Source: an optimization exercise on an open RTL-to-GDS flow (aim: small area). Production flows keep margins and buffers that such runs may drop.
RTL that was checked went through simulation tests only; none was proved equivalent to the original.
The RTL of run 3 was laid out without a check of its function.
Power and IR drop assume default switching activity.

$ cat design/flow/config.mk
export PLATFORM = sky130hd
export DESIGN_NAME = vec_alu
export DESIGN_NICKNAME = vec_alu
export VERILOG_FILES = /design/flow/design.v
export SDC_FILE = /design/flow/constraint.sdc
export NUM_CORES = 4
export LEC_CHECK = 0
export CAP_MARGIN = 20
export CORE_MARGIN = 2
export CORE_UTILIZATION = 30
export SLEW_MARGIN = 20
$ cat design/flow/constraint.sdc
create_clock -name core_clock -period 10.0 [get_ports {clk}]
set_input_delay 2.0000 -clock core_clock [delete_from_list [all_inputs] [get_ports {clk}]]
set_output_delay 2.0000 -clock core_clock [all_outputs]
set_load 0.01 [all_outputs]
$ cat design/flow/design.v
module register #(
        parameter BITS = 8
    )(
        input logic [BITS-1:0] r,
        input logic set,
        input logic en,
        input logic clk,
        output logic [BITS-1:0] out
    );
    logic [BITS-1:0] mem_n;
    always_ff @(posedge clk) begin
        mem_n <= ~r & (mem_n | {BITS{set}});
    end
    assign out = ~mem_n & {BITS{en}};
endmodule
module vector_element_alu #(
        parameter BITS = 8,
        parameter N = 64
    )(
        input logic [N-1:0][BITS-1:0] A,
        input logic [BITS-1:0] A_len,
        input logic [N-1:0][BITS-1:0] B,
        input logic [BITS-1:0] B_len,
        input logic [BITS-1:0] scalar,
        input logic [2:0] op_sel,
        input logic scalar_sel,
        input logic set,
        input logic en,
        input logic clk,
        output logic [N-1:0][BITS-1:0] S,
        output logic [BITS-1:0] S_len
    );
    logic is_not, is_mul, use_b, inv, cin, kill, sel_s, sel_c, sel_cmp;
    logic [BITS-1:0] b_scalar;
    assign is_not  = (op_sel == 3'd7);
    assign is_mul  = (op_sel == 3'd2);
    assign use_b   = ~scalar_sel & ~is_not;
    assign b_scalar = (scalar & {BITS{~is_not}}) ^ {BITS{inv}};
    assign inv     = (op_sel == 3'd1) | (op_sel == 3'd3) | is_not;
    assign cin     = (op_sel == 3'd1) | (op_sel == 3'd3);
    assign kill    = op_sel[2];
    assign sel_s   = set & (op_sel != 3'd3) & (op_sel != 3'd4);
    assign sel_c   = set & ((op_sel == 3'd4) | (op_sel == 3'd5));
    assign sel_cmp = set & (op_sel == 3'd3);
    logic a_gt;
    logic [BITS-1:0] len;
    always_comb begin
        a_gt = 1'b0;
        for (int i = 0; i < BITS; i++)
            a_gt = (A_len[i] & ~B_len[i]) | (~(A_len[i] ^ B_len[i]) & a_gt);
    end
    assign len = (scalar_sel | a_gt) ? A_len : B_len;
    register #(.BITS(BITS)) len_reg (
        .r(len & {BITS{set}}),
        .set(set),
        .en(en),
        .clk(clk),
        .out(S_len)
    );
    genvar i;
    generate
        for (i = 0; i < N; i++) begin : lane
            logic [BITS-1:0] r;
            alu_lane l (
                .a(A[i]),
                .bv(B[i]),
                .b_scalar(b_scalar),
                .use_s(scalar_sel),
                .is_not(is_not),
                .inv(inv),
                .m(is_mul),
                .cin(cin),
                .kill(kill),
                .sel_s(sel_s),
                .sel_c(sel_c),
                .sel_cmp(sel_cmp),
                .r(r)
            );
            register #(.BITS(BITS)) res_reg (
                .r(r),
                .set(set),
                .en(en),
                .clk(clk),
                .out(S[i])
            );
        end
    endgenerate
endmodule
module alu_lane (
        input  logic [7:0] a,
        input  logic [7:0] bv,
        input  logic [7:0] b_scalar,
        input  logic       use_s,
        input  logic       is_not,
        input  logic       inv,
        input  logic       m,
        input  logic       cin,
        input  logic       kill,
        input  logic       sel_s,
        input  logic       sel_c,
        input  logic       sel_cmp,
        output logic [7:0] r
    );
    logic [7:0] y;
    assign y = use_s ? b_scalar : (bv & {8{~is_not}}) ^ {8{inv}};
    logic x0, y0;
    logic [7:0][7:0] ppn;
    assign x0 = a[0] | ~m;
    assign y0 = y[0] | ~m;
    always_comb begin
        ppn = '1;
        for (int k = 0; k < 8; k++) ppn[k][0] = ~(a[k] & y0);
        for (int k = 1; k < 8; k++) ppn[0][k] = ~(x0 & y[k]);
        for (int p = 1; p < 8; p++)
            for (int q = 1; p + q < 8; q++)
                ppn[p][q] = ~(a[p] & y[q] & m);
    end
    logic fc3_0, fc4_0, fc4_1, fc5_0, fc5_1, fc5_2, fc6_0, fc6_1, fc6_2, fc6_3, fs3_0, fs4_0, fs4_1, fs5_0, fs5_1, fs5_2, fs6_0, fs6_1, fs6_2, fs6_3, hc2_0, hc3_1, hc4_2, hc5_3, hc6_4, hs2_0, hs3_1, hs4_2, hs5_3, hs6_4;
    assign hs2_0 = ~(ppn[2][0] ^ ppn[1][1]);
    assign hc2_0 = ppn[2][0] | ppn[1][1];
    assign fs3_0 = ppn[3][0] ^ ppn[1][2] ^ ppn[2][1];
    assign fc3_0 = (ppn[3][0] & ppn[1][2]) | (ppn[3][0] & ppn[2][1]) | (ppn[1][2] & ppn[2][1]);
    assign hs3_1 = ~(fs3_0 ^ hc2_0);
    assign hc3_1 = fs3_0 | hc2_0;
    assign fs4_0 = ppn[4][0] ^ ppn[1][3] ^ ppn[2][2];
    assign fc4_0 = (ppn[4][0] & ppn[1][3]) | (ppn[4][0] & ppn[2][2]) | (ppn[1][3] & ppn[2][2]);
    assign fs4_1 = fs4_0 ^ ppn[3][1] ^ fc3_0;
    assign fc4_1 = (fs4_0 & ppn[3][1]) | (fs4_0 & fc3_0) | (ppn[3][1] & fc3_0);
    assign hs4_2 = ~(fs4_1 ^ hc3_1);
    assign hc4_2 = fs4_1 | hc3_1;
    assign fs5_0 = ppn[5][0] ^ ppn[1][4] ^ ppn[2][3];
    assign fc5_0 = (ppn[5][0] & ppn[1][4]) | (ppn[5][0] & ppn[2][3]) | (ppn[1][4] & ppn[2][3]);
    assign fs5_1 = fs5_0 ^ ppn[3][2] ^ ppn[4][1];
    assign fc5_1 = (fs5_0 & ppn[3][2]) | (fs5_0 & ppn[4][1]) | (ppn[3][2] & ppn[4][1]);
    assign fs5_2 = fs5_1 ^ fc4_0 ^ fc4_1;
    assign fc5_2 = (fs5_1 & fc4_0) | (fs5_1 & fc4_1) | (fc4_0 & fc4_1);
    assign hs5_3 = ~(fs5_2 ^ hc4_2);
    assign hc5_3 = fs5_2 | hc4_2;
    assign fs6_0 = ppn[6][0] ^ ppn[1][5] ^ ppn[2][4];
    assign fc6_0 = (ppn[6][0] & ppn[1][5]) | (ppn[6][0] & ppn[2][4]) | (ppn[1][5] & ppn[2][4]);
    assign fs6_1 = fs6_0 ^ ppn[3][3] ^ ppn[4][2];
    assign fc6_1 = (fs6_0 & ppn[3][3]) | (fs6_0 & ppn[4][2]) | (ppn[3][3] & ppn[4][2]);
    assign fs6_2 = fs6_1 ^ ppn[5][1] ^ fc5_0;
    assign fc6_2 = (fs6_1 & ppn[5][1]) | (fs6_1 & fc5_0) | (ppn[5][1] & fc5_0);
    assign fs6_3 = fs6_2 ^ fc5_1 ^ fc5_2;
    assign fc6_3 = (fs6_2 & fc5_1) | (fs6_2 & fc5_2) | (fc5_1 & fc5_2);
    assign hs6_4 = ~(fs6_3 ^ hc5_3);
    assign hc6_4 = fs6_3 | hc5_3;
    logic [7:0] xn, yn;
    assign xn[0] = ppn[0][0];
    assign yn[0] = ~(y[0] & ~m);
    assign xn[1] = ppn[1][0];
    assign xn[2] = hs2_0;
    assign xn[3] = hs3_1;
    assign xn[4] = hs4_2;
    assign xn[5] = hs5_3;
    assign xn[6] = hs6_4;
    assign xn[7] = ~(ppn[7][0] ^ ppn[1][6] ^ ppn[2][5] ^ ppn[3][4] ^ ppn[4][3] ^ ppn[5][2] ^ ppn[6][1] ^ fc6_0 ^ fc6_1 ^ fc6_2 ^ fc6_3 ^ hc6_4);
    always_comb for (int k = 1; k < 8; k++) yn[k] = ppn[0][k];
    logic [8:0] cn;
    logic [7:0] sn, con, s, co;
    assign cn[0] = ~cin;
    always_comb begin
        for (int k = 0; k < 8; k++) begin
            sn[k]  = xn[k] ^ yn[k] ^ cn[k];
            con[k] = (xn[k] & yn[k]) | (xn[k] & cn[k]) | (yn[k] & cn[k]);
            cn[k+1] = con[k] | kill;
        end
    end
    assign s  = ~sn;
    assign co = ~con;
    logic nz;
    assign nz = |s;
    always_comb begin
        r[0] = (s[0] & sel_s) | (co[0] & sel_c) | (nz & sel_cmp);
        for (int k = 1; k < 8; k++)
            r[k] = (s[k] & sel_s) | (co[k] & sel_c) | (s[7] & sel_cmp);
    end
endmodule
module vec_alu (
        input  logic         clk,
        input  logic         set,
        input  logic         en,
        input  logic [2:0]   op_sel,
        input  logic         scalar_sel,
        input  logic [7:0]   scalar,
        input  logic [511:0] A,
        input  logic [7:0]   A_len,
        input  logic [511:0] B,
        input  logic [7:0]   B_len,
        output logic [511:0] S,
        output logic [7:0]   S_len
    );
    vector_element_alu #(
        .BITS(8),
        .N(64)
    ) alu (
        .A(A),
        .A_len(A_len),
        .B(B),
        .B_len(B_len),
        .scalar(scalar),
        .op_sel(op_sel),
        .scalar_sel(scalar_sel),
        .set(set),
        .en(en),
        .clk(clk),
        .S(S),
        .S_len(S_len)
    );
endmodule
$ cat design/flow/flow/run.sh
#!/bin/bash
# The standard layout, with the port buffers made from the smallest buffer
# cell (sky130_fd_sc_hd__buf_1) instead of the flow's default choice.
export BUFFER_PORTS_ARGS="-buffer_cell sky130_fd_sc_hd__buf_1"
bash standard.sh > standard.log 2>&1
$ cat design/flow/standard.sh
#!/bin/bash
# synth_recipe.tcl (not shown) runs the flow's synth.tcl, then flattens the netlist and writes it again
# the make line also repeats each setting of config.mk as NAME=value (left out here)
make -C /OpenROAD-flow-scripts/flow DESIGN_CONFIG=/design/flow/config.mk WORK_HOME=/design/flow/orfs CLKGATE_MAP_FILE= SYNTH_SCRIPT=/design/flow/synth_recipe.tcl "${@:-finish}"
==> results of run 1 <==
==> layout make-up <==
type | instances | area, µm²
fill | 30931 | 188000
timing repair buffer | 1870 | 8860
inverter | 461 | 1760
clock inverter | 36 | 458
tap | 3781 | 4730
antenna | 155 | 388
clock buffer | 105 | 2260
multi-input combinational | 8737 | 71300
sequential | 520 | 10500
==> final timing paths <==
path | start | end | slack [ns] | depth (start not counted)
worst min-delay path | alu.lane[56].res_reg.mem_n[7] | alu.lane[56].res_reg.mem_n[7] | 0.51 | 2
worst max register to register | alu.lane[10].res_reg.mem_n[0] | alu.lane[10].res_reg.mem_n[0] | 8.90 | 2
worst max-delay path | scalar_sel | alu.lane[22].res_reg.mem_n[0] | 1.26 | 22
worst min register to register | alu.lane[56].res_reg.mem_n[7] | alu.lane[56].res_reg.mem_n[7] | 0.51 | 2
==> cells in the final DEF, fill, tap and decap left out, types with 13 or more instances in the layout <==
master,n
buf_1,1561
nor2_1,1259
fa_1,1152
nor2b_1,1042
nand2_1,926
a21oi_1,599
xnor2_1,536
dfxtp_1,512
inv_1,457
mux2i_1,395
o22ai_1,368
nand3_1,341
and2_1,334
ha_1,327
a221oi_1,259
buf_4,241
o21ai_0,204
diode_2,155
nor4b_1,125
and3_1,125
nor3_1,95
o221ai_1,88
clkbuf_16,81
a211oi_1,72
a211o_1,66
xor2_1,58
buf_12,56
nand2b_1,41
mux2_2,40
o21a_1,35
xnor3_1,34
a21oi_2,33
o211ai_1,33
a22oi_1,29
o311ai_1,20
o21ai_1,18
clkbuf_8,14
clkinvlp_4,13
==> cell families (layout without fill, tap and decap cells) <==
logic type,Yosys count,in the layout,share of synthesized area
flip-flops,520,520,0.121
buffers and inverters,1207,2472,0.0601
multiplexers,440,440,0.0515
adder cells (fa/ha/maj),1479,1479,0.313
AO/OA/AOI/OAI,1865,1865,0.140
other,0,155,0
AND/OR/NAND/NOR,4324,4324,0.246
XOR/XNOR,629,629,0.0690
==> metrics by stage <==
stage	utilization	power (mW)	hold WS, ns
floorplan	-	7.67	0.461
finish	0.348	13.8	0.510
global placement	0.337	10.5	0.486
global route	0.347	14.5	0.527
detailed placement	0.337	10.5	0.497
CTS	0.346	13.7	0.511
==> worst register-to-register path, stage by stage, from the launching register on <==
cell	delay, ns
dfxtp_1	0.67
o21ai_0	0.16
a211oi_1	0.18
==> power groups by stage <==
stage               sequential, mW  combinational [mW]  clock, mW
finish                        3.36                7.31       3.10
global route                  3.40                7.94       3.20
CTS                           3.34                7.20       3.13
detailed placement            3.38                7.14          0
global placement              3.38                7.16          0
floorplan                     3.02                4.65          0
==> per-layer routing <==
metal,vias to the layer above,part of all wire,wire [µm],GRT usage
li1,37995,-,-,-
met1,43890,0.38,184000,0.392
met2,5346,0.42,200000,0.456
met3,1208,0.12,57500,0.115
met4,110,0.079,38000,0.226
met5,-,0.0015,736,0
==> run summary, run 1 <==
Routing:
- Before antenna repair, the detailed router went through 6 iterations.
- The number of DRC violations after detailed routing is 0.
- Summed over all layers, the routed wires come to 480 mm.
- The starting DRC count in detailed routing is 10038.
- The via count is 88549.
- The number of vias per cell is 5.65.
- After detailed routing, the average wire length per cell comes to 30.6 µm.
- The final antenna-violating net count is 0.

STA:
- Across the routed clock network, the largest skew measured is 0 ns.
- The relative slew slack is 0.190.
- At the pin with the least slew margin, the transition time is 1.22 ns.
- The count of pins over their slew limit is 0.
- Summed over all failing endpoints, the final setup total negative slack is 0 ns.
- The number of hold violations in the final report is 0.
- The slack of the critical path is 1.26 ns.
- The share of the cycle needed by the critical path after routing is 0.874.
- Setup repair after global routing left no endpoint under its margin.
- The post-layout minimum cycle time is 8.74 ns.
- Timing would allow up to 0.114 GHz.
- Setup violations remaining at the end of the flow were counted as 0.

Setup path:
- The worst setup path is of the in -> reg kind.
- For the worst setup path, the data arrival time is 9.45 ns.
- STA classifies the critical path endpoint as a flip-flop.
- The cell family contributing the most delay on the critical path is adder cells.
- The buffering stage count on the worst path with inverters included is 3.
- The master of the slowest instance on the critical path is and2_4.
- Along the worst path, the maximum fanout reaches 24.
- STA classifies the critical path startpoint as an input pin.
- In this design, the stage delay of the slowest critical-path cell is 0.90 ns.
- STA puts the critical path data required time at 10.71 ns.
- The cell occurring most often along the worst timing path is xnor2_1.
- Traced cell by cell, the critical path runs through clkbuf_4, and2_4, buf_4, buf_4, a21oi_2, nand2_1, and2_1, fa_1, fa_1, fa_1, fa_1, ha_1, xnor2_1, xnor2_1, xnor2_1, xnor2_1, xnor2_1, xnor2_1, fa_1, nor4b_1, a21oi_1, a211oi_1.

Floorplan:
- The die is 542 µm tall.
- The starting density of the core is 0.301.
- The initialized floorplan defines 197 standard-cell rows.
- The number of I/O pins is 1575.
- The floorplan die width is 542 µm.
- The floorplan core area is 288000 µm².
- The die footprint is 294000 µm².

Worst hold path:
- The path class of the tightest hold or removal check is reg -> reg.

Power and ir drop:
- For this design the ratio of total power to cell area is 137 nW/µm².
- The switching share of power is 0.465.
- The proportion of power drawn by combinational gates is 0.531.
- The total internal power is 7.37 mW.
- In this run the static leakage power is 40.8 nW.
- The sequential group share of total power is 0.244.
- The switching component of the power is 6.40 mW.
- The share of total power dissipated in the clock network is 0.225.
- The worst supply voltage drop on vdd is 0.122 mV.

Run status:
- The run finished with no timing, DRC or antenna violations.

Logic synthesis:
- The post-synthesis async set-or-reset flop share is 0.
- By count the netlist is led by nor2_1 (1261), fa_1 (1152), nor2b_1 (1042).
- The synthesized flop and latch total is 520.
- In the synthesized netlist the dominant register cell turns out to be dfxtp_1.
- The area fraction of the dominant cell type after synthesis is 0.265.
- Among all cell types in the netlist, the one instantiated most often is nor2_1.
- By area the synthesized netlist is led by fa_1 (27%), dfxtp_1 (12%), nor2b_1 (7.5%).
- The number of enable-type register cells in the synthesized netlist is 8.
- Of all cell types, the one taking the most synthesized area is fa_1.
- The cell area after synthesis is 86900 µm².
- The cell count after synthesis is 10464.
- After synthesis, the netlist uses 65 different library cells.
- For this run, the register share of the synthesized area comes to 0.121.
- When the netlist entered floorplanning its net count stood at 12998.
- The total number of yosys warnings is 3.
- The mean instance size in the synthesized netlist is 8.30 µm².

Global route:
- Entering global routing, the biggest net connects 164 pins.
- For this run the aggregate overflow at the end of global routing stands at 0.
- Across every metal layer, demand over resource in global routing totals 0.318.
- The global-route wire length before repair is 669 mm.
- The number of global-route vias before repair is 86602.
- The initial antenna violation count is 223.

CTS:
- The longest clock path from root to sink contains 4 buffers.
- The clock slew seen by the registers of the worst setup and hold paths is 0.06 ns.
- In this run the number of H-tree levels came out at 3.
- TritonCTS built the clock tree.
- The TritonCTS sink count is 520.
- The number of buffers added to fix hold violations after cts is 0.
- The number of instances resized during post-cts repair is 0.
- The root buffer cell chosen for the clock tree is clkbuf_16.
- The count of buffers added by post-CTS timing repair for setup is 0.
- The clock insertion delay at the later pin of the skew report is 0.80 ns.
- The number of buffers added by the clock tree synthesis step is 80.

Final layout:
- Once layout is complete, the cells apart from fillers number 15665.
- The largest register by flop count is alu.lane.res_reg.mem_n.
- The final standard cell area without fillers is 100000 µm².
- The largest registers in the layout are alu.lane.res_reg.mem_n x512.
- The number of flip-flops in the largest register is 512.
- The fraction of layout instances using a drive strength above 1 is 0.0483.
- Relative to the synthesized area, the layout overhead comes to 15.3%.
- The count of nets after finishing is 14204.

Place:
- The HPWL after detailed placement is 384 mm.
- The instance count after placement with tap cells included is 15369.
- After detailed placement, the total cell area comes to 97100 µm².
- During placement, the flow inserted port buffers numbering 1574.
- The pre-CTS setup slack is 0.625 ns.
- The final estimated routing congestion in global placement is 1.03.

Flow run:
- The tool flagged a number of max-cap violations equal to 0.
==> run 2, diff against run 1 <==
==> design/flow/run.sh (new file) <==
#!/bin/bash
# synth_recipe.tcl (not shown) runs the flow's synth.tcl, then flattens the netlist and writes it again
# the make line also repeats each setting of config.mk as NAME=value (left out here)
make -C /OpenROAD-flow-scripts/flow DESIGN_CONFIG=/design/flow/config.mk WORK_HOME=/design/flow/orfs CLKGATE_MAP_FILE= SYNTH_SCRIPT=/design/flow/synth_recipe.tcl finish
removed: design/flow/flow/run.sh
removed: design/flow/standard.sh
==> run 2 against run 1 <==
  * Cell area rose by 9.4%
  * Combinational power grew 9.8%
  * Routed wire length is 1.1% higher
  * Non-clock buffer count down 52
  * Clock power increased by 4%
  * Critical path depth fell by 1
  * Cell count decreased by 0.52%
  * Flip-flop and latch count unchanged
==> run summary, run 2 <==
Final layout:
- The fraction of layout instances using a drive strength above 1 is 0.0442 (was 0.0483).
- Largest registers ranked by flip-flop count: alu.lane.res_reg.mem_n x512 (unchanged).
- The leading cell type in the layout, fill and taps excluded is clkdlybuf4s50_1 (was buf_1).
- The post-layout instance count excluding filler cells is 15584 (was 15665).
- The count of fill cells added during filler insertion is 29883 (was 30931).
- The area growth from synthesis to layout came to 26.2% (was 15.3%).
- The count of nets after finishing is 14156 (was 14204).
- Commonest non-fill, non-tap cells in the layout: clkdlybuf4s50_1 (1564), nor2_1 (1259), fa_1 (1152) (was buf_1 (1561), nor2_1 (1259), fa_1 (1152)).
- The largest register by flop count is alu.lane.res_reg.mem_n (unchanged).
- The number of flip-flops in the largest register is 512 (unchanged).

Logic synthesis:
- Commonest cells in the synthesized netlist: nor2_1 (1261), fa_1 (1152), nor2b_1 (1042) (unchanged).
- The synthesized netlist net count is 12998 (unchanged).
- The largest area contributor in the netlist is fa_1 (unchanged).
- Top cells by area, synth: fa_1 (27%), dfxtp_1 (12%), nor2b_1 (7.5%) (unchanged).
- The post-synthesis async set-or-reset flop share is 0 (unchanged).
- The most common cell in the synthesized netlist is nor2_1 (unchanged).
- The cell area after synthesis is 86900 µm² (unchanged).
- The total number of yosys warnings is 3 (unchanged).
- The sequential share of the synthesized area is 0.121 (unchanged).
- The count of distinct cell types in the synthesized netlist is 65 (unchanged).
- The synthesized flop and latch total is 520 (unchanged).
- The area fraction of the dominant cell type after synthesis is 0.265 (unchanged).
- The number of enable-type register cells in the synthesized netlist is 8 (unchanged).
- The mean instance size in the synthesized netlist is 8.30 µm² (unchanged).
- The most frequently used flop master after synthesis is dfxtp_1 (unchanged).
- The cell count after synthesis is 10464 (unchanged).

Power and ir drop:
- The overall power consumption was 14.6 mW (was 13.8 mW).
- The leakage power total is 44.7 nW (was 40.8 nW).
- The worst supply voltage drop on vdd was 0.131 mV (was 0.122 mV).
- The total power density per cell area came to 133 nW/µm² (was 137 nW/µm²).

Setup path:
- The required arrival time at the worst endpoint was 10.72 ns (was 10.71 ns).
- The minimum setup slack among reg-to-reg paths was 8.83 ns (was 8.90 ns).
- The critical-path maximum fanout was 22 (was 24).
- The cell count of the worst reg-to-reg path is 2 (unchanged).
- The category of the worst setup path launch point was an input pin (unchanged).
- The kind of critical path is in -> reg (unchanged).
- The critical path capture point type was a flip-flop (unchanged).
- The data arrival at the endpoint of the critical path came to 9.29 ns (was 9.45 ns).

Routing:
- The wire length per cell after detailed routing came to 31.1 µm (was 30.6 µm).
- The first-pass iteration count of the detailed router came to 8 (was 6).
- The number of DRC violations after detailed routing is 0 (unchanged).
- The final wirelength is 485 mm (was 480 mm).
- The number of vias per cell is 5.65 (about the same).
- The final antenna-violating net count came to 0 (unchanged).
- The starting DRC count in detailed routing came to 9847 (was 10038).
- The via count was 88109 (was 88549).

STA:
- The post-layout minimum cycle time is 8.57 ns (was 8.74 ns).
- Setup repair after global routing missed its margin: no (unchanged).
- The final-layout worst hold slack was 0.506 ns (was 0.510 ns).
- The highest attainable clock frequency came to 0.117 GHz (was 0.114 GHz).
- The number of hold violations in the final report is 0 (unchanged).
- The post-route clock skew is 0 ns (unchanged).
- The slack of the critical path came to 1.43 ns (was 1.26 ns).
- The accumulated negative setup slack was 0 ns (unchanged).
- The transition time at the pin with the least slew margin is 1.23 ns (was 1.22 ns).
- The count of pins over their slew limit came to 0 (unchanged).
- The share of the cycle needed by the critical path after routing is 0.857 (was 0.874).
- The number of failing setup endpoints in the final timing report is 0 (unchanged).
- The relative slew slack was 0.178 (was 0.190).

CTS:
- The maximum level of the CTS H-tree is 3 (unchanged).
- The number of buffers added by the clock tree synthesis step was 84 (was 80).
- The TritonCTS sink count is 520 (unchanged).
- The number of buffers on the longest clock path is 4 (unchanged).
- The clock slew seen by the registers of the worst setup and hold paths came to 0.06 ns (about the same).
- The clock root buffer is clkbuf_16 (unchanged).
- The number of buffers added to fix hold violations after cts is 0 (unchanged).
- The TritonCTS clock tree is yes (unchanged).
- The clock insertion delay at the later pin of the skew report is 0.83 ns (was 0.80 ns).
- The number of instances resized during post-cts repair is 0 (unchanged).
- The count of buffers added by post-CTS timing repair for setup came to 0 (unchanged).

Place:
- The number of buffers inserted by port buffering was 1574 (unchanged).
- The instance count after placement with tap cells included came to 15317 (was 15369).
- The pre-CTS setup slack is 0.727 ns (was 0.625 ns).
- The placed wire-length estimate after detailed placement is 385 mm (was 384 mm).
- The final estimated routing congestion in global placement is 1.01 (was 1.03).

Floorplan:
- The floorplan die width came to 542 µm (unchanged).
- The number of core rows is 197 (unchanged).
- The starting density of the core came to 0.301 (unchanged).
- The floorplan core area was 288000 µm² (unchanged).
- The die footprint is 294000 µm² (unchanged).
- The number of I/O pins is 1575 (unchanged).
- The vertical die dimension is 542 µm (unchanged).

Global route:
- The number of global-route vias before repair is 87526 (was 86602).
- The overall track demand over capacity in global routing came to 0.321 (was 0.318).
- The pin count of the biggest net entering global routing was 152 (was 164).
- The global-route congestion overflow total was 0 (unchanged).
- The global-route wire length before repair is 677 mm (was 669 mm).
- The initial antenna violation count is 187 (was 223).

Flow run:
- The count of max-cap constraint violations came to 0 (unchanged).

Worst hold path:
- The hold path depth is 2 (unchanged).
- The class of the tightest hold or removal check is reg -> reg (unchanged).

Run status:
- Status: finished clean (unchanged).
run 2: cell counts after synthesis:
Identical to the previous run, type by type.
run 2: stage by stage:
step	cell area (µm²)	utilization
3_3_place_gp	106000	0.369
4_1_cts	109000	0.379
5_1_grt	109000	0.380
2_1_floorplan	86900	-
6_report	110000	0.380
3_5_place_dp	106000	0.369
run 2: worst paths after layout:
path                                       from                       endpoint
setup reg to reg  alu.lane[15].res_reg.mem_n[1]  alu.lane[15].res_reg.mem_n[1]
setup / recovery                     scalar_sel  alu.lane[38].res_reg.mem_n[0]
hold / removal    alu.lane[31].res_reg.mem_n[7]  alu.lane[31].res_reg.mem_n[7]
hold reg to reg   alu.lane[31].res_reg.mem_n[7]  alu.lane[31].res_reg.mem_n[7]
run 2: logic make-up (layout without fill, tap and decap cells):
family,Yosys count,count (layout),synth area share
compound gates,1865,1865,0.140
flops,520,520,0.121
other cells,0,121,0
mux,440,440,0.0515
buf+inv,1207,2425,0.0601
xor+xnor,629,629,0.0690
fa+ha+maj,1479,1479,0.313
simple gates,4324,4324,0.246
run 2: critical path, cell delays in order:
cell and delay (ns):
clkbuf_8 0.44, and2_4 0.75, buf_12 0.34, buf_4 0.24, a21oi_1 0.14, mux2i_1 0.55, nor2_1 0.13, fa_1 0.52
fa_1 0.52, fa_1 0.51, fa_1 0.56, ha_1 0.17, xor2_1 0.19, xnor2_1 0.15, xnor2_1 0.16, xnor2_1 0.15
xnor2_1 0.11, fa_1 0.72, nor4b_1 0.39, a21oi_1 0.13, a211oi_1 0.24
run 2: metal layers:
layer / wire length, µm / track usage / up-vias
li1: - / - / 37827
met5: 629 / 0 / -
met3: 55200 / 0.102 / 1047
met4: 34600 / 0.210 / 96
met1: 189000 / 0.403 / 43818
met2: 206000 / 0.470 / 5321
run 2: area by class of cell:
type,count,area (µm²),area share
diodes,121,303,0.00276
clock buffers,112,2390,0.0218
clock inverters,34,450,0.00411
inverters,461,1760,0.0161
multi-input cells,8737,71300,0.650
flip-flops and latches,520,10500,0.0957
well taps,3781,4730,0.0432
repair buffers,1818,18200,0.166
run 2: power breakdown:
| group | total [mW] | switching, mW | internal, mW |
|---|---|---|---|
| Combinational | 8.03 | 4.51 | 3.52 |
| Sequential | 3.35 | 0.599 | 2.75 |
| Clock | 3.23 | 1.32 | 1.91 |
==> run 3, diff against run 2 <==
--- a/design/flow/design.v
+++ b/design/flow/design.v
@@ -36,5 +36,5 @@
     assign is_mul  = (op_sel == 3'd2);
     assign use_b   = ~scalar_sel & ~is_not;
-    assign b_scalar = (scalar & {BITS{~is_not}}) ^ {BITS{inv}};
+    assign b_scalar = scalar & {BITS{scalar_sel & ~is_not}};
     assign inv     = (op_sel == 3'd1) | (op_sel == 3'd3) | is_not;
     assign cin     = (op_sel == 3'd1) | (op_sel == 3'd3);
@@ -66,6 +66,5 @@
                 .bv(B[i]),
                 .b_scalar(b_scalar),
-                .use_s(scalar_sel),
-                .is_not(is_not),
+                .use_b(use_b),
                 .inv(inv),
                 .m(is_mul),
@@ -91,6 +90,5 @@
         input  logic [7:0] bv,
         input  logic [7:0] b_scalar,
-        input  logic       use_s,
-        input  logic       is_not,
+        input  logic       use_b,
         input  logic       inv,
         input  logic       m,
@@ -103,5 +101,5 @@
     );
     logic [7:0] y;
-    assign y = use_s ? b_scalar : (bv & {8{~is_not}}) ^ {8{inv}};
+    assign y = ((bv & {8{use_b}}) | b_scalar) ^ {8{inv}};
     logic x0, y0;
     logic [7:0][7:0] ppn;
--- a/design/flow/config.mk
+++ b/design/flow/config.mk
@@ -8,4 +8,4 @@
 export CAP_MARGIN = 20
 export CORE_MARGIN = 2
-export CORE_UTILIZATION = 30
+export CORE_UTILIZATION = 60
 export SLEW_MARGIN = 20
==> run 3 against run 2 <==
  * The flow now stops in 3_2_place_iop
  * Synthesized area increased by 1.7%
  * Synthesized cell count increased by 1.3%
==> run summary, run 3 <==
Run status:
- Status: stopped before the end (was finished clean).
- The halt point of the flow is 3_2_place_iop.
- The first error in the log reads "[ERROR PPL-0024] Number of IO pins (1575) exceeds maximum number of available positions (1402). Increase the die perimeter from 1550.50um to 2142.00um".

Logic synthesis:
- The largest area contributor in the netlist is fa_1 (unchanged).
- The most frequently used flop master after synthesis is dfxtp_1 (unchanged).
- Top cells by area, synth: fa_1 (26%), dfxtp_1 (12%), xnor2_1 (7.1%) (was fa_1 (27%), dfxtp_1 (12%), nor2b_1 (7.5%)).
- The number of enable-type register cells in the synthesized netlist is 8 (unchanged).
- The cell area after synthesis is 88300 µm² (was 86900 µm²).
- The area fraction of the dominant cell type after synthesis came to 0.261 (was 0.265).
- The synthesized netlist net count is 13133 (was 12998).
- The post-synthesis async set-or-reset flop share is 0 (unchanged).
- The most common cell in the synthesized netlist is fa_1 (was nor2_1).
- The count of distinct cell types in the synthesized netlist came to 75 (was 65).
- The synthesized flop and latch total is 520 (unchanged).
- The total number of yosys warnings is 3 (unchanged).
- The cell count after synthesis is 10599 (was 10464).
- Commonest cells in the synthesized netlist: fa_1 (1152), nor2_1 (1140), nor2b_1 (994) (was nor2_1 (1261), fa_1 (1152), nor2b_1 (1042)).
- The mean instance size in the synthesized netlist is 8.33 µm² (was 8.30 µm²).
- The sequential share of the synthesized area is 0.119 (was 0.121).

Floorplan:
- The number of core rows is 140 (was 197).
- The floorplan die width is 388 µm (was 542 µm).
- The vertical die dimension is 388 µm (was 542 µm).
- The starting density of the core was 0.605 (was 0.301).
[run 3: cell count changes after synthesis, sizes merged, moves of 61 or more]
cell | before | now
nor4b | 125 | 64
and3 | 126 | 260
inv | 461 | 368
or2 | 7 | 69
xnor2 | 536 | 719
nand2b | 42 | 128
and2 | 344 | 232
mux2i | 398 | 264
nand3 | 342 | 276
nor3 | 96 | 180
o22ai | 368 | 438
nor2 | 1262 | 1144
a211o | 66 | 5
[run 3: cells by family after synthesis]
logic type	after synthesis	share of synthesized area
simple gates	4334	0.247
mux	302	0.0373
flops	520	0.119
fa+ha+maj	1479	0.308
buf+inv	1152	0.0559
compound gates	1977	0.146
xor+xnor	835	0.0870
==> run 4, diff against run 3 <==
--- a/design/flow/design.v
+++ b/design/flow/design.v
@@ -32,9 +32,9 @@
     );
     logic is_not, is_mul, use_b, inv, cin, kill, sel_s, sel_c, sel_cmp;
-    logic [BITS-1:0] b_scalar;
+    logic [BITS-1:0] b_xor;
     assign is_not  = (op_sel == 3'd7);
     assign is_mul  = (op_sel == 3'd2);
     assign use_b   = ~scalar_sel & ~is_not;
-    assign b_scalar = scalar & {BITS{scalar_sel & ~is_not}};
+    assign b_xor = is_not ? '1 : (scalar_sel ? scalar ^ {BITS{inv}} : {BITS{inv}});
     assign inv     = (op_sel == 3'd1) | (op_sel == 3'd3) | is_not;
     assign cin     = (op_sel == 3'd1) | (op_sel == 3'd3);
@@ -44,5 +44,4 @@
     assign sel_cmp = set & (op_sel == 3'd3);
     logic a_gt;
-    logic [BITS-1:0] len;
     always_comb begin
         a_gt = 1'b0;
@@ -50,7 +49,9 @@
             a_gt = (A_len[i] & ~B_len[i]) | (~(A_len[i] ^ B_len[i]) & a_gt);
     end
-    assign len = (scalar_sel | a_gt) ? A_len : B_len;
+    logic sel_a, sel_b;
+    assign sel_a = set & (scalar_sel | a_gt);
+    assign sel_b = set & ~(scalar_sel | a_gt);
     register #(.BITS(BITS)) len_reg (
-        .r(len & {BITS{set}}),
+        .r((A_len & {BITS{sel_a}}) | (B_len & {BITS{sel_b}})),
         .set(set),
         .en(en),
@@ -65,5 +66,5 @@
                 .a(A[i]),
                 .bv(B[i]),
-                .b_scalar(b_scalar),
+                .b_xor(b_xor),
                 .use_b(use_b),
                 .inv(inv),
@@ -89,5 +90,5 @@
         input  logic [7:0] a,
         input  logic [7:0] bv,
-        input  logic [7:0] b_scalar,
+        input  logic [7:0] b_xor,
         input  logic       use_b,
         input  logic       inv,
@@ -101,5 +102,5 @@
     );
     logic [7:0] y;
-    assign y = ((bv & {8{use_b}}) | b_scalar) ^ {8{inv}};
+    assign y = (bv & {8{use_b}}) ^ b_xor;
     logic x0, y0;
     logic [7:0][7:0] ppn;
==> design/flow/flow/run.sh (new file) <==
#!/bin/bash
# The standard layout with these changes:
#  - synthesis is the standard one (synth_recipe.tcl and ORFS's synth.tcl,
#    unchanged otherwise) but ABC maps with flow/area.abc, an area-oriented
#    script, instead of ORFS's delay-oriented abc_speed.script;
#  - flow/en_nor.py then rewrites the output gates that invert en inside
#    each gate to share one inverter (same function, smaller cells);
#  - the port buffers are the smallest buffer cell (sky130_fd_sc_hd__buf_1);
#  - floorplan skips its timing repair, which sizes up gates on nets that
#    are not yet buffered (REMOVE_ABC_BUFFERS=1; synthesis leaves no buffers
#    to remove); placement's repair_design buffers those nets;
#  - clock tree synthesis builds the tree from clkbuf_4 cells and adds no
#    dummy loads (the default builds it from clkbuf_16 cells).
# Every tool's output goes to the ORFS logs under orfs/logs and to
# standard.log; the netlist rewrite reports to en_nor.log.
set -euo pipefail
W=$PWD
# ORFS's synth.tcl with only the abc call's script replaced
sed 's|log_cmd abc {\*}$abc_args|log_cmd abc {*}[lreplace $abc_args 1 1 $::env(MY_ABC_SCRIPT)]|' \
    "$FLOW_HOME/scripts/synth.tcl" > "$W/synth_area.tcl"
grep -q 'MY_ABC_SCRIPT' "$W/synth_area.tcl"
# The standard flow's synthesis wrapper, sourcing that copy
sed "s|source \$::env(SCRIPTS_DIR)/synth.tcl|source $W/synth_area.tcl|" \
    "$W/synth_recipe.tcl" > "$W/synth_recipe_area.tcl"
grep -q "synth_area.tcl" "$W/synth_recipe_area.tcl"
sed "s|SYNTH_SCRIPT=[^ ]*|SYNTH_SCRIPT=$W/synth_recipe_area.tcl|" "$W/standard.sh" > "$W/standard_area.sh"
grep -q "synth_recipe_area.tcl" "$W/standard_area.sh"
WH=$(grep -o 'WORK_HOME=[^ ]*' "$W/standard.sh" | head -1 | cut -d= -f2)
RES="$WH/results/$FLOW_PLATFORM/vec_alu/base"
export MY_ABC_SCRIPT="$W/flow/area.abc"
export BUFFER_PORTS_ARGS="-buffer_cell sky130_fd_sc_hd__buf_1"
export REMOVE_ABC_BUFFERS=1
export CTS_ARGS="-sink_clustering_enable -repair_clock_nets -dont_use_dummy_load -buf_list sky130_fd_sc_hd__clkbuf_4"
bash "$W/standard_area.sh" "$RES/1_2_yosys.v" > "$W/standard_synth.log" 2>&1
python3 "$W/flow/en_nor.py" "$RES/1_2_yosys.v" > "$W/en_nor.log" 2>&1
bash "$W/standard_area.sh" > "$W/standard.log" 2>&1
==> design/flow/flow/area.abc (new file) <==
strash
&get -n
&st
&synch2
&dch
&nf -R 1000 -p -F 8 -A 4
&put
==> design/flow/flow/en_nor.py (new file) <==
#!/usr/bin/env python3
# Netlist clean-up after synthesis: ABC maps each output gate
# S = en & ~mem_n to nor2b(A=mem_n, B_N=en), inverting en inside every gate.
# This rewrites them as nor2(A=mem_n, B=en_n) with one shared inverter
# for en_n. The function is unchanged.
import re, sys
path = sys.argv[1]
src = open(path).read()
pat = re.compile(r'sky130_fd_sc_hd__nor2b_1(\s+\S+\s*\(\s*\.A\(([^()]*)\),\s*\.B_N\(en\),\s*\.Y\(([^()]*)\)\s*\);)')
n = 0
def rep(m):
    global n
    n += 1
    return 'sky130_fd_sc_hd__nor2_1' + m.group(1).replace('.B_N(en)', '.B(en_n_shared)')
out = pat.sub(rep, src)
if n:
    mod = re.search(r'module\s+vec_alu\s*\(.*?\);', out, re.S)
    ins = ('\n  wire en_n_shared;\n  sky130_fd_sc_hd__inv_1 en_n_shared_inv (\n    .A(en),\n    .Y(en_n_shared)\n  );\n')
    out = out[:mod.end()] + ins + out[mod.end():]
open(path, 'w').write(out)
print(f"en_nor.py: rewrote {n} nor2b gates on en")
==> design/flow/standard.sh (new file) <==
#!/bin/bash
# synth_recipe.tcl (not shown) runs the flow's synth.tcl, then flattens the netlist and writes it again
# the make line also repeats each setting of config.mk as NAME=value (left out here)
make -C /OpenROAD-flow-scripts/flow DESIGN_CONFIG=/design/flow/config.mk WORK_HOME=/design/flow/orfs CLKGATE_MAP_FILE= SYNTH_SCRIPT=/design/flow/synth_recipe.tcl "${@:-finish}"
--- a/design/flow/config.mk
+++ b/design/flow/config.mk
@@ -7,5 +7,5 @@
 export LEC_CHECK = 0
 export CAP_MARGIN = 20
-export CORE_MARGIN = 2
-export CORE_UTILIZATION = 60
+export CORE_AREA = 5 5 555 555
+export DIE_AREA = 0 0 560 560
 export SLEW_MARGIN = 20
removed: design/flow/run.sh
==> run 4 against run 3 <==
  * Now clean on timing, DRC and antenna
  * Synthesized cell count shrank 10%
  * Synthesized area down 11%
==> run summary, run 4 <==
Run status:
- Status: finished clean (was stopped before the end).

Global route:
- The number of global-route vias before repair came to 80886.
- The first global-routing pass estimated 564 mm of wire.
- The overall track demand over capacity in global routing is 0.240.
- The global-route congestion overflow total is 0.
- The pin count of the biggest net entering global routing is 165.
- The initial antenna violation count came to 127.

CTS:
- The count of buffers added by post-CTS timing repair for setup is 0.
- The longest clock path from root to sink contains 4 buffers.
- The H-tree was split into 4 levels.
- The clock insertion delay at the later pin of the skew report is 1.17 ns.
- The number of buffers added to fix hold violations after cts is 0.
- The clock net in this run drives a total of 520 sinks.
- TritonCTS built the clock tree.
- The number of buffers added by the clock tree synthesis step is 178.
- Clock-pin slew was measured on the worst setup and hold paths at 0.05 ns.
- The clock root buffer is clkbuf_4.
- The number of instances resized during post-cts repair is 0.

STA:
- The count of pins over their slew limit is 0.
- The worst path in the final design needs a cycle of 8.56 ns, including I/O delays and setup.
- The post-route clock skew is 0 ns.
- Based on the critical path, the design can be clocked at up to 0.117 GHz.
- The number of failing setup endpoints in the final timing report is 0.
- The accumulated negative setup slack is 0 ns.
- At the pin with the least slew margin, the transition time is 1.16 ns.
- Hold is met by 0.448 ns.
- The share of the cycle needed by the critical path after routing is 0.856.
- The number of hold violations in the final report is 0.
- The worst pin sits at a relative slew slack of 0.222.
- Setup repair after global routing left no endpoint under its margin.

Routing:
- For this block, the initial DRC count from the detailed router was 8477.
- The number of vias per cell is 5.21.
- The final wirelength is 392 mm.
- The final route contains 80656 vias.
- The wire length per cell after detailed routing is 25.3 µm.
- The final antenna-violating net count is 0.
- The number of DRC violations after detailed routing is 0.
- The first detailed-routing pass ran for 7 iterations.

Setup path:
- The cell count of the worst reg-to-reg path is 2.
- The worst setup path is captured at a flip-flop.
- In this run the critical register-to-register path is launched from alu.lane[47].res_reg.mem_n[4].
- STA puts the critical path data required time at 10.94 ns.
- In this design, the stage delay of the slowest critical-path cell is 0.48 ns.
- At the worst endpoint, the arrival time is 9.50 ns.
- The most critical setup path has its startpoint at op_sel[1].
- The worst setup path is launched from an input pin.
- The cell occurring most often along the worst timing path is fa_1.
- The critical-path maximum fanout is 31.
- The kind of critical path is in -> reg.
- The master of the slowest instance on the critical path is fa_1.

Final layout:
- After routing the design area is 92700 µm².
- The largest registers in the layout are alu.lane.res_reg.mem_n x512, alu.len_reg.mem_n x8.
- The largest register by flop count is alu.lane.res_reg.mem_n.
- The core occupancy in the finished layout is 0.307.
- The count of nets after finishing is 13958.
- Relative to the synthesized area, the layout overhead comes to 18.3%.
- The combined area of the multi-input logic cells is 67200 µm².
- In the layout the commonest cells are buf_1 (1571), nor2_1 (1532), fa_1 (1152).
- The count of fill cells added during filler insertion is 32840.
- The number of flip-flops in the largest register is 512.
- The post-layout instance count excluding filler cells is 15479.
- The area taken by flip-flops and latches is 10400 µm².
- The fraction of layout instances using a drive strength above 1 is 0.0296.
- The leading cell type in the layout, fill and taps excluded is buf_1.

Floorplan:
- The vertical die dimension is 560 µm (was 388 µm).
- The floorplan die width is 560 µm (was 388 µm).
- The number of core rows is 202 (was 140).
- The number of I/O pins is 1575.
- The starting density of the core is 0.260 (was 0.605).
- The core region is 302000 µm².
- The die footprint is 314000 µm².

Power and ir drop:
- The worst supply voltage drop on vdd is 0.0843 mV.
- The total power density per cell area is 133 nW/µm².
- The leakage power total is 35.9 nW.

Place:
- Once placement completed, the tool counted placed cells totaling 15222.
- The instance area at placement is 91200 µm².
- The number of buffers inserted by port buffering is 1574.
- Detailed placement ended at an HPWL of 315 mm.
- The final estimated routing congestion in global placement is 0.990.

Logic synthesis:
- The total number of yosys warnings is 3 (unchanged).
- The cell count after synthesis came to 9535 (was 10599).
- The mean instance size in the synthesized netlist came to 8.22 µm² (was 8.33 µm²).
- The cell area after synthesis is 78400 µm² (was 88300 µm²).

Worst hold path:
- The source of the worst hold timing path is alu.len_reg.mem_n[7].
- The hold path depth is 2.
- The tightest min-delay check is of the reg -> reg type.

Flow run:
- The count of max-cap constraint violations is 0.
[run 4: worst paths after layout]
path	end	slack, ns
worst max register to register	alu.lane[47].res_reg.mem_n[4]	8.87
worst min register to register	alu.len_reg.mem_n[7]	0.45
worst max-delay path	alu.lane[5].res_reg.mem_n[6]	1.44
worst min-delay path	alu.len_reg.mem_n[7]	0.45
[run 4: final cells by class]
type	instances	area share
sequential	520	0.112
antenna	79	0.00213
timing repair buffer	1709	0.0818
multi-input combinational	8743	0.725
tap	3978	0.0537
inverter	272	0.0111
clock buffer	178	0.0144
[run 4: layer usage]
layer	routed length [µm]	GRT usage
met5	657	0
met4	23800	0.128
met3	41000	0.0657
met2	173000	0.374
met1	153000	0.301
[run 4: metrics by stage]
step	setup WS, ns	power [mW]
3_3_place_gp	0.560	10.4
6_report	1.44	12.4
4_1_cts	1.80	12.4
5_1_grt	1.28	13.3
3_5_place_dp	0.429	10.4
2_1_floorplan	-48.01	7.79
[run 4: worst max-delay path: cells and delay by family]
kind / cells / cell delay, ns
AOI/OAI and AO/OA: 5 / 0.62
xor gates and xnor gates: 1 / 0.30
adders and majority gates: 8 / 3.21
and+or+nand+nor: 12 / 2.68
buffers and inverters: 2 / 0.52
[run 4: report_power, final]
group	switching (mW)	internal (mW)	total, mW
Clock	1.10	0.796	1.89
Sequential	0.661	2.82	3.48
Combinational	4.37	2.63	7.00
==> run 5, diff against run 4 <==
--- a/design/flow/flow/run.sh
+++ b/design/flow/flow/run.sh
@@ -10,4 +10,6 @@
 #    are not yet buffered (REMOVE_ABC_BUFFERS=1; synthesis leaves no buffers
 #    to remove); placement's repair_design buffers those nets;
+#  - pins may sit on adjacent routing tracks (place_pins -min_distance 1
+#    -min_distance_in_tracks), so that a smaller die holds all 1577 pins;
 #  - clock tree synthesis builds the tree from clkbuf_4 cells and adds no
 #    dummy loads (the default builds it from clkbuf_16 cells).
@@ -31,4 +33,5 @@
 export BUFFER_PORTS_ARGS="-buffer_cell sky130_fd_sc_hd__buf_1"
 export REMOVE_ABC_BUFFERS=1
+export PLACE_PINS_ARGS="-min_distance 1 -min_distance_in_tracks"
 export CTS_ARGS="-sink_clustering_enable -repair_clock_nets -dont_use_dummy_load -buf_list sky130_fd_sc_hd__clkbuf_4"
 bash "$W/standard_area.sh" "$RES/1_2_yosys.v" > "$W/standard_synth.log" 2>&1
--- a/design/flow/config.mk
+++ b/design/flow/config.mk
@@ -7,5 +7,5 @@
 export LEC_CHECK = 0
 export CAP_MARGIN = 20
-export CORE_AREA = 5 5 555 555
-export DIE_AREA = 0 0 560 560
+export CORE_AREA = 5 5 415 415
+export DIE_AREA = 0 0 420 420
 export SLEW_MARGIN = 20
==> run 5 against run 4 <==
  * Cell count is 11% lower
  * Via count is 0.10% higher
  * Hold slack better by 0.0096 ns
  * Clock skew stayed put
  * Global-route usage is 15 points higher
  * Still clean on timing, DRC and antenna
==> run summary, run 5 <==
Run status:
- Status: finished clean (unchanged).

Place:
- The number of buffers inserted by port buffering is 1574 (unchanged).
- The instance area at placement is 88700 µm² (was 91200 µm²).
- The instance count after placement with tap cells included is 13433 (was 15222).
- The final estimated routing congestion in global placement is 1.04 (was 0.990).
- The placed wire-length estimate after detailed placement was 264 mm (was 315 mm).

STA:
- The final-layout worst hold slack is 0.458 ns (was 0.448 ns).
- The count of pins over their slew limit is 0 (unchanged).
- Setup repair after global routing missed its margin: no (unchanged).
- The number of hold violations in the final report came to 0 (unchanged).
- The relative slew slack is 0.229 (was 0.222).
- The number of failing setup endpoints in the final timing report is 0 (unchanged).
- The post-layout minimum cycle time is 8.40 ns (was 8.56 ns).
- The accumulated negative setup slack is 0 ns (unchanged).
- The transition time at the pin with the least slew margin is 1.16 ns (about the same).
- The share of the cycle needed by the critical path after routing is 0.840 (was 0.856).
- The post-route clock skew is 0 ns (unchanged).
- The highest attainable clock frequency was 0.119 GHz (was 0.117 GHz).

Setup path:
- The capture point of the worst path was alu.lane[50].res_reg.mem_n[3] (was alu.lane[5].res_reg.mem_n[6]).
- The master of the slowest instance on the critical path is fa_1 (unchanged).
- The largest incremental delay on the critical path was 0.47 ns (was 0.48 ns).
- The kind of critical path was in -> reg (unchanged).
- The required arrival time at the worst endpoint is 10.98 ns (was 10.94 ns).
- The minimum setup slack among reg-to-reg paths is 9.15 ns (was 8.87 ns).
- The category of the worst setup path launch point is an input pin (unchanged).
- The startpoint of the worst setup timing path is op_sel[2] (was op_sel[1]).
- The data arrival at the endpoint of the critical path came to 9.38 ns (was 9.50 ns).
- The worst flop-to-flop path startpoint is alu.lane[27].res_reg.mem_n[0] (was alu.lane[47].res_reg.mem_n[4]).
- The cell occurring most often along the worst timing path was fa_1 (unchanged).
- The terminus of the critical flop-to-flop path is alu.lane[27].res_reg.mem_n[0] (was alu.lane[47].res_reg.mem_n[4]).
- The critical path capture point type was a flip-flop (unchanged).
- The cell count of the worst reg-to-reg path is 2 (unchanged).
- The critical-path maximum fanout was 45 (was 31).

CTS:
- The number of buffers on the longest clock path is 3 (was 4).
- The maximum level of the CTS H-tree is 4 (unchanged).
- The clock root buffer is clkbuf_4 (unchanged).
- The clock insertion delay at the later pin of the skew report is 1.18 ns (was 1.17 ns).
- The TritonCTS clock tree is yes (unchanged).
- The TritonCTS sink count is 520 (unchanged).
- The clock slew seen by the registers of the worst setup and hold paths is 0.06 ns (was 0.05 ns).
- The count of buffers added by post-CTS timing repair for setup came to 0 (unchanged).
- The number of buffers added by the clock tree synthesis step is 173 (was 178).
- The number of buffers added to fix hold violations after cts is 0 (unchanged).
- The number of instances resized during post-cts repair came to 0 (unchanged).

Final layout:
- The area growth from synthesis to layout is 15.2% (was 18.3%).
- The number of flip-flops in the largest register is 512 (unchanged).
- The final standard cell area without fillers is 90400 µm² (was 92700 µm²).
- The fraction of layout instances using a drive strength above 1 is 0.0277 (was 0.0296).
- The post-layout instance count excluding filler cells was 13762 (was 15479).
- The leading cell type in the layout, fill and taps excluded is buf_1 (unchanged).
- The largest register by flop count is alu.lane.res_reg.mem_n (unchanged).
- Largest registers ranked by flip-flop count: alu.lane.res_reg.mem_n x512, alu.len_reg.mem_n x8 (unchanged).
- The count of nets after finishing is 13939 (was 13958).
- The count of fill cells added during filler insertion came to 16622 (was 32840).
- Commonest non-fill, non-tap cells in the layout: buf_1 (1572), nor2_1 (1534), fa_1 (1152) (was buf_1 (1571), nor2_1 (1532), fa_1 (1152)).

Global route:
- The layer carrying the most global-route usage is met2 (unchanged).
- The global routing usage on met2 is 0.558 (was 0.374).
- The number of global-route vias before repair was 81761 (was 80886).
- The overall track demand over capacity in global routing came to 0.389 (was 0.240).
- The pin count of the biggest net entering global routing was 160 (was 165).
- The initial antenna violation count is 178 (was 127).
- The global routing met1 resource utilization is 0.474 (was 0.301).
- The met3 usage is 0.135 (was 0.0657).
- The global-route wire length before repair is 515 mm (was 564 mm).
- The global-route congestion overflow total was 0 (unchanged).

Floorplan:
- The number of I/O pins is 1575 (unchanged).
- The starting density of the core is 0.469 (was 0.260).
- The number of core rows came to 150 (was 202).
- The die footprint came to 176000 µm² (was 314000 µm²).
- The floorplan die width came to 420 µm (was 560 µm).
- The vertical die dimension came to 420 µm (was 560 µm).
- The floorplan core area was 167000 µm² (was 302000 µm²).

Routing:
- The wire length per cell after detailed routing is 25.5 µm (was 25.3 µm).
- The via count is 80737 (was 80656).
- The starting DRC count in detailed routing was 8057 (was 8477).
- The number of DRC violations after detailed routing was 0 (unchanged).
- The final antenna-violating net count is 0 (unchanged).
- The first-pass iteration count of the detailed router is 6 (was 7).
- The final wirelength came to 352 mm (was 392 mm).
- The number of vias per cell was 5.87 (was 5.21).

Logic synthesis:
- The mean instance size in the synthesized netlist was 8.22 µm² (unchanged).
- The cell count after synthesis was 9535 (unchanged).
- The cell area after synthesis is 78400 µm² (unchanged).
- The total number of yosys warnings was 3 (unchanged).

Worst hold path:
- The hold path depth is 2 (unchanged).
- The class of the tightest hold or removal check was reg -> reg (unchanged).

Power and ir drop:
- The overall power consumption came to 11.9 mW (was 12.4 mW).
- The worst supply voltage drop on vdd is 0.113 mV (was 0.0843 mV).
- The total power density per cell area came to 132 nW/µm² (was 133 nW/µm²).
- The leakage power total is 35.7 nW (was 35.9 nW).

Flow run:
- The count of max-cap constraint violations is 0 (unchanged).
[run 5: changes by cell type in the layout (fill, tap and decap cells not counted), sizes merged]
cell / previous run / this run
diode: 79 / 155
clkbuf: 181 / 175
buf: 1706 / 1693
[run 5: worst min-delay path by stage]
| stage | from | to | slack, ns |
|---|---|---|---|
| floorplan | alu.len_reg.mem_n[0] | alu.len_reg.mem_n[0] | 0.43 |
| global placement | alu.len_reg.mem_n[3] | alu.len_reg.mem_n[3] | 0.44 |
| detailed placement | alu.len_reg.mem_n[1] | alu.len_reg.mem_n[1] | 0.44 |
| CTS | alu.len_reg.mem_n[4] | alu.len_reg.mem_n[4] | 0.46 |
| global route | alu.len_reg.mem_n[0] | alu.len_reg.mem_n[0] | 0.48 |
| finish | alu.len_reg.mem_n[4] | alu.len_reg.mem_n[4] | 0.46 |
[run 5: final cells by class]
type / instances / area (µm²) / area share
antenna: 155 / 388 / 0.00429
multi-input combinational: 8743 / 67200 / 0.744
inverter: 272 / 1030 / 0.0114
tap: 2204 / 2760 / 0.0305
timing repair buffer: 1695 / 7290 / 0.0807
sequential: 520 / 10400 / 0.115
clock buffer: 173 / 1300 / 0.0144
[run 5: where the power goes]
part,switching [mW],internal [mW]
clock,1.04,0.773
combinational,4.18,2.61
sequential,0.466,2.82
[run 5: critical path: cells and delay by family]
kind	cells	cell delay, ns
XOR/XNOR	1	0.20
AND/OR/NAND/NOR	11	1.90
adder cells (fa/ha/maj)	8	3.15
buffers and inverters	5	1.39
AO/OA/AOI/OAI	4	0.60
[run 5: metal layers]
metal | wire (µm) | part of all wire
met1 | 132000 | 0.37
met2 | 147000 | 0.42
met3 | 40600 | 0.12
met4 | 31900 | 0.091
met5 | 361 | 0.0010
[run 5: metrics by stage]
step / utilization / setup slack (ns)
after floorplan: - / -48.01
after global placement: 0.530 / 0.650
after detailed placement: 0.530 / 0.620
after CTS: 0.538 / 1.83
after global routing: 0.540 / 1.31
final: 0.540 / 1.60
==> run 6, diff against run 5 <==
--- a/design/flow/flow/run.sh
+++ b/design/flow/flow/run.sh
@@ -12,5 +12,6 @@
 #  - pins may sit on adjacent routing tracks (place_pins -min_distance 1
 #    -min_distance_in_tracks), so that a smaller die holds all 1577 pins;
-#  - clock tree synthesis builds the tree from clkbuf_4 cells and adds no
+#  - clock tree synthesis builds the tree from clkbuf_4 cells, in clusters
+#    of up to 14 sinks within 40 um, and adds no
 #    dummy loads (the default builds it from clkbuf_16 cells).
 # Every tool's output goes to the ORFS logs under orfs/logs and to
@@ -34,5 +35,5 @@
 export REMOVE_ABC_BUFFERS=1
 export PLACE_PINS_ARGS="-min_distance 1 -min_distance_in_tracks"
-export CTS_ARGS="-sink_clustering_enable -repair_clock_nets -dont_use_dummy_load -buf_list sky130_fd_sc_hd__clkbuf_4"
+export CTS_ARGS="-sink_clustering_enable -repair_clock_nets -dont_use_dummy_load -buf_list sky130_fd_sc_hd__clkbuf_4 -sink_clustering_size 14 -sink_clustering_max_diameter 40"
 bash "$W/standard_area.sh" "$RES/1_2_yosys.v" > "$W/standard_synth.log" 2>&1
 python3 "$W/flow/en_nor.py" "$RES/1_2_yosys.v" > "$W/en_nor.log" 2>&1
==> design/flow/config.mk (replaced) <==
export PLATFORM = sky130hd
export DESIGN_NAME = vec_alu
export DESIGN_NICKNAME = vec_alu
export VERILOG_FILES = /design/flow/design.v
export SDC_FILE = /design/flow/constraint.sdc
export NUM_CORES = 4
export LEC_CHECK = 0
export CAP_MARGIN = 10
export CORE_AREA = 5 5 385 385
export DIE_AREA = 0 0 390 390
export SLEW_MARGIN = 10
==> run 6 against run 5 <==
  * Still clean on timing, DRC and antenna
  * Fmax shrank 1.3%
  * Count of clock-buffer cells in the layout is 40 lower
  * Non-clock buffer count fell by 3
  * Clock skew is the same
  * Sequential share of layout area up 0.090 points
  * Critical endpoint is now alu.lane[52].res_reg.mem_n[0]
  * Worst setup slack lost 0.11 ns
  * Cell count fell by 2.5%
  * Critical path depth down 5
  * Total power shrank 2.2%
  * Sequential power is essentially flat
  * Register-to-register slack hardly changed
==> run summary, run 6 <==
Run status:
- Status: finished clean (unchanged).

STA:
- The number of hold violations in the final report is 0 (unchanged).
- Setup repair after global routing missed its margin: no (unchanged).
- The count of pins over their slew limit was 0 (unchanged).
- The share of the cycle needed by the critical path after routing is 0.851 (was 0.840).
- The accumulated negative setup slack is 0 ns (unchanged).
- The post-route clock skew is 0 ns (unchanged).
- The number of failing setup endpoints in the final timing report is 0 (unchanged).
- The post-layout minimum cycle time was 8.51 ns (was 8.40 ns).
- The final-layout worst hold slack is 0.457 ns (was 0.458 ns).
- The highest attainable clock frequency was 0.117 GHz (was 0.119 GHz).
- The transition time at the pin with the least slew margin is 1.19 ns (was 1.16 ns).
- The slack of the critical path came to 1.49 ns (was 1.60 ns).
- The relative slew slack is 0.203 (was 0.229).

Routing:
- The wire length per cell after detailed routing is 25.4 µm (was 25.5 µm).
- The number of DRC violations after detailed routing is 0 (unchanged).
- The number of vias per cell came to 6.02 (was 5.87).
- The via count was 80760 (was 80737).
- The final antenna-violating net count is 0 (unchanged).
- The first-pass iteration count of the detailed router was 8 (was 6).
- The final wirelength is 340 mm (was 352 mm).
- The starting DRC count in detailed routing came to 8391 (was 8057).

Global route:
- The overall track demand over capacity in global routing is 0.436 (was 0.389).
- The initial antenna violation count is 207 (was 178).
- The global-route wire length before repair is 501 mm (was 515 mm).
- The number of global-route vias before repair is 80540 (was 81761).
- The pin count of the biggest net entering global routing is 212 (was 160).
- The global-route congestion overflow total was 0 (unchanged).

Power and ir drop:
- The leakage power total is 35.5 nW (was 35.7 nW).
- The total internal power is 6.02 mW (was 6.20 mW).
- The total power density per cell area is 130 nW/µm² (was 132 nW/µm²).
- The switching component of the power is 5.60 mW (was 5.69 mW).
- The share of power burned in the clock network is 0.134 (was 0.153).
- The sequential group share of total power is 0.280 (was 0.276).
- The switching share of power is 0.482 (was 0.479).
- The proportion of power drawn by combinational gates came to 0.586 (was 0.571).
- The worst supply voltage drop on vdd is 0.0979 mV (was 0.113 mV).

Flow run:
- The count of max-cap constraint violations was 0 (unchanged).

Worst hold path:
- The source of the worst hold timing path is alu.len_reg.mem_n[7] (was alu.len_reg.mem_n[4]).
- The class of the tightest hold or removal check is reg -> reg (unchanged).

Logic synthesis:
- The cell area after synthesis is 78400 µm² (unchanged).
- The total number of yosys warnings is 3 (unchanged).
- The mean instance size in the synthesized netlist is 8.22 µm² (unchanged).
- The cell count after synthesis came to 9535 (unchanged).

Final layout:
- The area growth from synthesis to layout is 14.4% (was 15.2%).
- The leading cell type in the layout, fill and taps excluded is buf_1 (unchanged).
- The final standard cell area without fillers is 89700 µm² (was 90400 µm²).
- Commonest non-fill, non-tap cells in the layout: buf_1 (1572), nor2_1 (1534), fa_1 (1152) (unchanged).
- The number of flip-flops in the largest register is 512 (unchanged).
- Largest registers ranked by flip-flop count: alu.lane.res_reg.mem_n x512, alu.len_reg.mem_n x8 (unchanged).
- The largest register by flop count is alu.lane.res_reg.mem_n (unchanged).
- The count of fill cells added during filler insertion is 13595 (was 16622).
- The count of nets after finishing is 13896 (was 13939).
- The fraction of layout instances using a drive strength above 1 is 0.0241 (was 0.0277).

Setup path:
- Walking the worst path, the cells encountered are clkbuf_4, nand2b_1, and2_0, a21oi_1, a31oi_4, buf_4, buf_4, xnor2_1, nor2b_1, fa_1, fa_1, fa_1, fa_1, ha_1, xnor2_1, xnor2_1, xnor2_1, xnor2_1, xnor2_1, fa_1, nand4bb_1, nor4_1, o22ai_1, a221oi_1.
- The cell occurring most often along the worst timing path was xnor2_1 (was fa_1).
- The critical-path maximum fanout came to 10 (was 45).
- The master of the slowest instance on the critical path is a31oi_4 (was fa_1).
- The category of the worst setup path launch point is an input pin (unchanged).
- The critical path capture point type is a flip-flop (unchanged).
- The buffering stage count on the worst path with inverters included is 3 (was 5).
- The data arrival at the endpoint of the critical path was 9.54 ns (was 9.38 ns).
- The largest incremental delay on the critical path came to 0.77 ns (was 0.47 ns).
- The worst flop-to-flop path startpoint is alu.lane[42].res_reg.mem_n[0] (was alu.lane[27].res_reg.mem_n[0]).
- The kind of cell adding the most delay to the critical path is adder cells (unchanged).
- The kind of critical path is in -> reg (unchanged).
- The startpoint of the worst setup timing path is op_sel[2] (unchanged).
- The required arrival time at the worst endpoint is 11.03 ns (was 10.98 ns).

CTS:
- The maximum level of the CTS H-tree came to 4 (unchanged).
- The clock slew seen by the registers of the worst setup and hold paths is 0.06 ns (about the same).
- The TritonCTS clock tree is yes (unchanged).
- The clock root buffer is clkbuf_4 (unchanged).
- The count of buffers added by post-CTS timing repair for setup is 0 (unchanged).
- The number of buffers added by the clock tree synthesis step was 133 (was 173).
- The number of buffers added to fix hold violations after cts is 0 (unchanged).
- The TritonCTS sink count was 520 (unchanged).
- The number of buffers on the longest clock path is 3 (unchanged).
- The number of instances resized during post-cts repair was 0 (unchanged).
- The clock insertion delay at the later pin of the skew report is 1.16 ns (was 1.18 ns).

Place:
- The number of buffers inserted by port buffering is 1574 (unchanged).
- The pre-CTS setup slack is 0.572 ns (was 0.620 ns).
- The instance area at placement came to 88300 µm² (was 88700 µm²).
- The placed wire-length estimate after detailed placement came to 257 mm (was 264 mm).
- The final estimated routing congestion in global placement was 1.05 (was 1.04).

Floorplan:
- The vertical die dimension is 390 µm (was 420 µm).
- The number of I/O pins is 1575 (unchanged).
- The floorplan die width is 390 µm (was 420 µm).
- The starting density of the core is 0.547 (was 0.469).
- The die footprint came to 152000 µm² (was 176000 µm²).
- The number of core rows came to 139 (was 150).
- The floorplan core area is 143000 µm² (was 167000 µm²).
[run 6: per-layer routing]
| layer | vias to the layer above | routed length [µm] | track usage |
|---|---|---|---|
| met3 | 1255 | 50500 | 0.205 |
| met5 | - | 761 | 0.0622 |
| met2 | 5213 | 138000 | 0.596 |
| met1 | 38747 | 121000 | 0.522 |
| li1 | 35443 | - | - |
| met4 | 102 | 30100 | 0.333 |
[run 6: cell type report]
class | instances | area [µm²] | share of cell area
Multi-Input combinational cell | 8743 | 67200 | 0.749
Sequential cell | 520 | 10400 | 0.116
Timing Repair Buffer | 1692 | 7250 | 0.0809
Tap cell | 1903 | 2380 | 0.0266
Inverter | 272 | 1030 | 0.0115
Clock buffer | 133 | 998 | 0.0111
Antenna cell | 160 | 400 | 0.00447
[run 6: worst min-delay path, delay by kind of cell (launching register included)]
family                 cells  cell delay, ns
buffers and inverters      1            0.04
flip-flops                 1            0.31
AO/OA/AOI/OAI              1            0.05
[run 6: power groups by stage]
stage                     clock network, mW  registers [mW]  logic (mW)
after floorplan                           0            3.11        4.68
after global placement                    0            3.26        6.49
after detailed placement                  0            3.26        6.61
after CTS                              1.57            3.23        6.64
after global routing                   1.67            3.32        7.45
final                                  1.56            3.25        6.80
[run 6: worst paths after layout]
kind | cells after the start | end | slack (ns)
max reg2reg | 2 | alu.lane[42].res_reg.mem_n[0] | 9.16
max | 24 | alu.lane[52].res_reg.mem_n[0] | 1.49
min | 2 | alu.len_reg.mem_n[7] | 0.46
min reg2reg | 2 | alu.len_reg.mem_n[7] | 0.46
[run 6: metrics by stage]
stage,total power [mW],instances,util
after floorplan,7.79,9535,-
after global placement,9.75,13130,0.615
after detailed placement,9.87,13130,0.615
after CTS,11.4,13263,0.622
after global routing,12.4,13361,0.624
final,11.6,13423,0.625

==> afterwards: timing with drivers on the ports <==
Ports are ideal in the flow. The routed layouts listed here were re-timed in OpenROAD. Step 1 sets driving cells, clkbuf_16 on the clock port and buf_2 on the other inputs (assumed; they add their load-dependent delay and slew). Step 2 adds t to the input delays and takes it off the output delays; t is the mean of the earliest and latest rising clock arrival at the registers after step 1. Input paths then give back, and output paths get back, about the clock's delay inside the block. a / b / c = no drivers / after step 1 / after step 2; a / b = the first two.
run	shift t [ns]	setup slack, ns	hold slack, ns	worst data-port slew with drivers (ns)
run 1	0.903	1.264 / 1.334 / 0.431	0.510 / 0.510 / 0.510	0.44
run 2	0.911	1.427 / 1.326 / 0.415	0.506 / 0.506 / 0.506	0.39
run 4	1.232	1.444 / 1.416 / 0.184	0.448 / 0.448 / 0.448	0.37
run 5	1.282	1.596 / 1.508 / 0.226	0.458 / 0.458 / 0.458	0.29
run 6	1.222	1.486 / 1.441 / 0.219	0.457 / 0.457 / 0.457	0.35
After both steps setup and hold are still met in every run listed. For run 5, which loses most, drivers alone change the setup slack by -0.088 ns; drivers and shift together by -1.370 ns.
